This is an optimization exercise on Yosys and OpenROAD, whose aim is small area, not a production implementation. Function was checked by simulation only, so behaviour that the tests miss may differ from the original.

==> flow/design.v (excerpt) <==
module sine_wave_wrapper(
	input         Clk,
	input         ResetN,
	input         ChipSelect,
	input         Write,
	input         Read,
	input  [1:0]  Address,
	input  [31:0] WriteData,
	output [31:0] ReadData,
	output [9:0]  oData_sin,
	output        irq
);
	wire       run, tick, enable_irq, clear_irq;
	wire [7:0] fcw;
	wire [9:0] phase;
	sine_wave_csr CSR(
		.Clk(Clk), .ResetN(ResetN),
		.ChipSelect(ChipSelect), .Write(Write), .Read(Read),
		.Address(Address), .WriteData(WriteData), .ReadData(ReadData),
		.data_sin(oData_sin), .run(run), .fcw(fcw),
		.enable_irq(enable_irq), .clear_irq(clear_irq));
	clk_divider clk_div(
		.Clk(Clk), .ResetN(ResetN), .run(run),
		.enable_irq(enable_irq), .clear_irq(clear_irq),
		.tick(tick), .irq(irq));
	sine_wave_generator sine_gen(
		.clk(Clk), .en(tick), .rst_n(ResetN), .fcw(fcw),
		.phase(phase), .data_sin(oData_sin));
endmodule
Size: roughly 350 cells after synthesis, about 35 flip-flops, ~82 I/O pins.
==> flow/config.mk <==
export PLATFORM = sky130hd
export DESIGN_NAME = sine_wave_wrapper
export DESIGN_NICKNAME = sine_wave_wrapper
export VERILOG_FILES = /design/flow/design.v
export SDC_FILE = /design/flow/constraint.sdc
export NUM_CORES = 4
export LEC_CHECK = 0
export CAP_MARGIN = 20
export CORE_MARGIN = 2
export CORE_UTILIZATION = 40
export SLEW_MARGIN = 20
==> flow/constraint.sdc <==
create_clock -name core_clock -period 10.0 [get_ports {Clk}]
set_input_delay 2.0000 -clock core_clock [delete_from_list [all_inputs] [get_ports {Clk}]]
set_output_delay 2.0000 -clock core_clock [all_outputs]
set_load 0.01 [all_outputs]
standard.sh (not shown) runs the stock make flow with config.mk's settings and CLKGATE_MAP_FILE= SYNTH_SCRIPT=/design/flow/synth_recipe.tcl, a recipe that flattens the netlist after the stock synthesis.
==> flow/flow/run.sh <==
#!/bin/bash
# Layout flow: the standard flow (standard.sh) with these changes.
#  * Synthesis runs the standard flow's synthesis script unchanged, but ABC maps the logic
#    with an area-oriented script (flow/abc_area.script).
#    Half adders are kept out of synthesis (ha_1 is barred there), so Yosys
#    extracts only full adders (the phase accumulator's ripple chain) and ABC
#    maps everything else.
#    Registers are mapped by the same dfflibmap step as in the standard flow.
#  * Layout settings passed to standard.sh below: the buffers synthesis
#    leaves are removed at floorplan, constant outputs share one tie cell,
#    clock tree synthesis inserts no dummy loads, and ports are buffered with
#    sky130_fd_sc_hd__buf_1.
# Each step's output goes to a log file of its own in this folder; ORFS's own
# per-step logs are under orfs/logs.
set -euo pipefail
W=$PWD
rm -rf "$W/scripts_area"
cp -r "$FLOW_HOME/scripts" "$W/scripts_area"
cp "$W/flow/abc_area.script" "$W/scripts_area/abc_area.script"
bash standard.sh SCRIPTS_DIR="$W/scripts_area" ABC_AREA=1 ADDER_MAP_FILE=$FLOW_HOME/platforms/sky130hd/cells_adders_hd.v "DONT_USE_CELLS=sky130_fd_sc_hd__probe_p_8 sky130_fd_sc_hd__probec_p_8 sky130_fd_sc_hd__lpflow_bleeder_1 sky130_fd_sc_hd__lpflow_clkbufkapwr_1 sky130_fd_sc_hd__lpflow_clkbufkapwr_16 sky130_fd_sc_hd__lpflow_clkbufkapwr_2 sky130_fd_sc_hd__lpflow_clkbufkapwr_4 sky130_fd_sc_hd__lpflow_clkbufkapwr_8 sky130_fd_sc_hd__lpflow_clkinvkapwr_1 sky130_fd_sc_hd__lpflow_clkinvkapwr_16 sky130_fd_sc_hd__lpflow_clkinvkapwr_2 sky130_fd_sc_hd__lpflow_clkinvkapwr_4 sky130_fd_sc_hd__lpflow_clkinvkapwr_8 sky130_fd_sc_hd__lpflow_decapkapwr_12 sky130_fd_sc_hd__lpflow_decapkapwr_3 sky130_fd_sc_hd__lpflow_decapkapwr_4 sky130_fd_sc_hd__lpflow_decapkapwr_6 sky130_fd_sc_hd__lpflow_decapkapwr_8 sky130_fd_sc_hd__lpflow_inputiso0n_1 sky130_fd_sc_hd__lpflow_inputiso0p_1 sky130_fd_sc_hd__lpflow_inputiso1n_1 sky130_fd_sc_hd__lpflow_inputiso1p_1 sky130_fd_sc_hd__lpflow_inputisolatch_1 sky130_fd_sc_hd__lpflow_isobufsrc_1 sky130_fd_sc_hd__lpflow_isobufsrc_16 sky130_fd_sc_hd__lpflow_isobufsrc_2 sky130_fd_sc_hd__lpflow_isobufsrc_4 sky130_fd_sc_hd__lpflow_isobufsrc_8 sky130_fd_sc_hd__lpflow_isobufsrckapwr_16 sky130_fd_sc_hd__lpflow_lsbuf_lh_hl_isowell_tap_1 sky130_fd_sc_hd__lpflow_lsbuf_lh_hl_isowell_tap_2 sky130_fd_sc_hd__lpflow_lsbuf_lh_hl_isowell_tap_4 sky130_fd_sc_hd__lpflow_lsbuf_lh_isowell_4 sky130_fd_sc_hd__lpflow_lsbuf_lh_isowell_tap_1 sky130_fd_sc_hd__lpflow_lsbuf_lh_isowell_tap_2 sky130_fd_sc_hd__lpflow_lsbuf_lh_isowell_tap_4 sky130_fd_sc_hd__ha_1" synth > "$W/synth.log" 2>&1
bash standard.sh \
  REMOVE_ABC_BUFFERS=1 SKIP_REPAIR_TIE_FANOUT=1 SLEW_MARGIN=0 CAP_MARGIN=0 GPL_TIMING_DRIVEN=0 SETUP_SLACK_MARGIN=0.3 "CTS_ARGS=-sink_clustering_enable -repair_clock_nets -dont_use_dummy_load" \
  "BUFFER_PORTS_ARGS=-buffer_cell sky130_fd_sc_hd__buf_1" \
  finish > "$W/layout.log" 2>&1
Other scripts of this flow, unchanged in this note and not shown: flow/flow/abc_area.script
The baseline completed with no timing, DRC or antenna violations.
Rerun with:
--- a/flow/flow/run.sh
+++ b/flow/flow/run.sh
@@ -20,5 +20,5 @@
 bash standard.sh SCRIPTS_DIR="$W/scripts_area" ABC_AREA=1 ADDER_MAP_FILE=$FLOW_HOME/platforms/sky130hd/cells_adders_hd.v "DONT_USE_CELLS=sky130_fd_sc_hd__probe_p_8 sky130_fd_sc_hd__probec_p_8 sky130_fd_sc_hd__lpflow_bleeder_1 sky130_fd_sc_hd__lpflow_clkbufkapwr_1 sky130_fd_sc_hd__lpflow_clkbufkapwr_16 sky130_fd_sc_hd__lpflow_clkbufkapwr_2 sky130_fd_sc_hd__lpflow_clkbufkapwr_4 sky130_fd_sc_hd__lpflow_clkbufkapwr_8 sky130_fd_sc_hd__lpflow_clkinvkapwr_1 sky130_fd_sc_hd__lpflow_clkinvkapwr_16 sky130_fd_sc_hd__lpflow_clkinvkapwr_2 sky130_fd_sc_hd__lpflow_clkinvkapwr_4 sky130_fd_sc_hd__lpflow_clkinvkapwr_8 sky130_fd_sc_hd__lpflow_decapkapwr_12 sky130_fd_sc_hd__lpflow_decapkapwr_3 sky130_fd_sc_hd__lpflow_decapkapwr_4 sky130_fd_sc_hd__lpflow_decapkapwr_6 sky130_fd_sc_hd__lpflow_decapkapwr_8 sky130_fd_sc_hd__lpflow_inputiso0n_1 sky130_fd_sc_hd__lpflow_inputiso0p_1 sky130_fd_sc_hd__lpflow_inputiso1n_1 sky130_fd_sc_hd__lpflow_inputiso1p_1 sky130_fd_sc_hd__lpflow_inputisolatch_1 sky130_fd_sc_hd__lpflow_isobufsrc_1 sky130_fd_sc_hd__lpflow_isobufsrc_16 sky130_fd_sc_hd__lpflow_isobufsrc_2 sky130_fd_sc_hd__lpflow_isobufsrc_4 sky130_fd_sc_hd__lpflow_isobufsrc_8 sky130_fd_sc_hd__lpflow_isobufsrckapwr_16 sky130_fd_sc_hd__lpflow_lsbuf_lh_hl_isowell_tap_1 sky130_fd_sc_hd__lpflow_lsbuf_lh_hl_isowell_tap_2 sky130_fd_sc_hd__lpflow_lsbuf_lh_hl_isowell_tap_4 sky130_fd_sc_hd__lpflow_lsbuf_lh_isowell_4 sky130_fd_sc_hd__lpflow_lsbuf_lh_isowell_tap_1 sky130_fd_sc_hd__lpflow_lsbuf_lh_isowell_tap_2 sky130_fd_sc_hd__lpflow_lsbuf_lh_isowell_tap_4 sky130_fd_sc_hd__ha_1" synth > "$W/synth.log" 2>&1
 bash standard.sh \
-  REMOVE_ABC_BUFFERS=1 SKIP_REPAIR_TIE_FANOUT=1 SLEW_MARGIN=0 CAP_MARGIN=0 GPL_TIMING_DRIVEN=0 SETUP_SLACK_MARGIN=0.3 "CTS_ARGS=-sink_clustering_enable -repair_clock_nets -dont_use_dummy_load" \
+  REMOVE_ABC_BUFFERS=1 SKIP_REPAIR_TIE_FANOUT=1 GPL_TIMING_DRIVEN=0 SETUP_SLACK_MARGIN=0.3 "CTS_ARGS=-sink_clustering_enable -repair_clock_nets -dont_use_dummy_load" \
   "BUFFER_PORTS_ARGS=-buffer_cell sky130_fd_sc_hd__buf_1" \
   finish > "$W/layout.log" 2>&1
Result:
- die area stays the same
- cell area rises by 0.94%
- critical path depth is higher by 1
Rerun with:
--- a/flow/flow/run.sh
+++ b/flow/flow/run.sh
@@ -7,8 +7,12 @@
 #    maps everything else.
 #    Registers are mapped by the same dfflibmap step as in the standard flow.
-#  * Layout settings passed to standard.sh below: the buffers synthesis
-#    leaves are removed at floorplan, constant outputs share one tie cell,
-#    clock tree synthesis inserts no dummy loads, and ports are buffered with
-#    sky130_fd_sc_hd__buf_1.
+#  * Layout settings passed to standard.sh below:
+#    - the buffers synthesis leaves are removed at floorplan
+#      (REMOVE_ABC_BUFFERS) and constant outputs share one tie cell
+#      (SKIP_REPAIR_TIE_FANOUT);
+#    - global placement is not timing-driven, and timing repair keeps a
+#      0.3 ns setup margin (SETUP_SLACK_MARGIN);
+#    - clock tree synthesis inserts no dummy loads;
+#    - every port is buffered, with sky130_fd_sc_hd__buf_1.
 # Each step's output goes to a log file of its own in this folder; ORFS's own
 # per-step logs are under orfs/logs.
@@ -20,5 +24,5 @@
 bash standard.sh SCRIPTS_DIR="$W/scripts_area" ABC_AREA=1 ADDER_MAP_FILE=$FLOW_HOME/platforms/sky130hd/cells_adders_hd.v "DONT_USE_CELLS=sky130_fd_sc_hd__probe_p_8 sky130_fd_sc_hd__probec_p_8 sky130_fd_sc_hd__lpflow_bleeder_1 sky130_fd_sc_hd__lpflow_clkbufkapwr_1 sky130_fd_sc_hd__lpflow_clkbufkapwr_16 sky130_fd_sc_hd__lpflow_clkbufkapwr_2 sky130_fd_sc_hd__lpflow_clkbufkapwr_4 sky130_fd_sc_hd__lpflow_clkbufkapwr_8 sky130_fd_sc_hd__lpflow_clkinvkapwr_1 sky130_fd_sc_hd__lpflow_clkinvkapwr_16 sky130_fd_sc_hd__lpflow_clkinvkapwr_2 sky130_fd_sc_hd__lpflow_clkinvkapwr_4 sky130_fd_sc_hd__lpflow_clkinvkapwr_8 sky130_fd_sc_hd__lpflow_decapkapwr_12 sky130_fd_sc_hd__lpflow_decapkapwr_3 sky130_fd_sc_hd__lpflow_decapkapwr_4 sky130_fd_sc_hd__lpflow_decapkapwr_6 sky130_fd_sc_hd__lpflow_decapkapwr_8 sky130_fd_sc_hd__lpflow_inputiso0n_1 sky130_fd_sc_hd__lpflow_inputiso0p_1 sky130_fd_sc_hd__lpflow_inputiso1n_1 sky130_fd_sc_hd__lpflow_inputiso1p_1 sky130_fd_sc_hd__lpflow_inputisolatch_1 sky130_fd_sc_hd__lpflow_isobufsrc_1 sky130_fd_sc_hd__lpflow_isobufsrc_16 sky130_fd_sc_hd__lpflow_isobufsrc_2 sky130_fd_sc_hd__lpflow_isobufsrc_4 sky130_fd_sc_hd__lpflow_isobufsrc_8 sky130_fd_sc_hd__lpflow_isobufsrckapwr_16 sky130_fd_sc_hd__lpflow_lsbuf_lh_hl_isowell_tap_1 sky130_fd_sc_hd__lpflow_lsbuf_lh_hl_isowell_tap_2 sky130_fd_sc_hd__lpflow_lsbuf_lh_hl_isowell_tap_4 sky130_fd_sc_hd__lpflow_lsbuf_lh_isowell_4 sky130_fd_sc_hd__lpflow_lsbuf_lh_isowell_tap_1 sky130_fd_sc_hd__lpflow_lsbuf_lh_isowell_tap_2 sky130_fd_sc_hd__lpflow_lsbuf_lh_isowell_tap_4 sky130_fd_sc_hd__ha_1" synth > "$W/synth.log" 2>&1
 bash standard.sh \
-  REMOVE_ABC_BUFFERS=1 SKIP_REPAIR_TIE_FANOUT=1 GPL_TIMING_DRIVEN=0 SETUP_SLACK_MARGIN=0.3 "CTS_ARGS=-sink_clustering_enable -repair_clock_nets -dont_use_dummy_load" \
+  REMOVE_ABC_BUFFERS=1 SKIP_REPAIR_TIE_FANOUT=1 SLEW_MARGIN=0 CAP_MARGIN=0 GPL_TIMING_DRIVEN=0 SETUP_SLACK_MARGIN=0.3 "CTS_ARGS=-sink_clustering_enable -repair_clock_nets -dont_use_dummy_load" \
   "BUFFER_PORTS_ARGS=-buffer_cell sky130_fd_sc_hd__buf_1" \
   finish > "$W/layout.log" 2>&1
After rerunning: Worst hold slack is worse by 0.0045 ns. Worst setup slack gets better by 0.095 ns. Via count hardly moves. Count of clock-buffer cells in the layout does not change. Routed wire length drops by 1.1%. First-iteration DRC count shrinks by 8.7%.

## separate check: timing with driven ports
In the flow no input, the clock included, has a driving cell. The finished layouts below were timed again as built, in two steps.
Step 1, drivers: a clkbuf_16 drives Clk and a buf_2 each remaining input, both assumed.
Step 2 times the ports against the registers' clock, not the clock port: input delays grow and output delays shrink by t, the midpoint of the rising clock arrivals with the driver on.
a / b / c = no drivers / after step 1 / after step 2; a / b = the first two.
run | t, ns | setup WS [ns] | hold WS [ns]
the first run | 0.295 | 1.947 / 1.923 / 2.218 | 0.485 / 0.485 / 0.485
the second run | 0.296 | 1.851 / 1.828 / 2.124 | 0.489 / 0.489 / 0.489
the third run | 0.295 | 1.947 / 1.923 / 2.218 | 0.485 / 0.485 / 0.485
After both steps setup and hold are still met in every run listed.
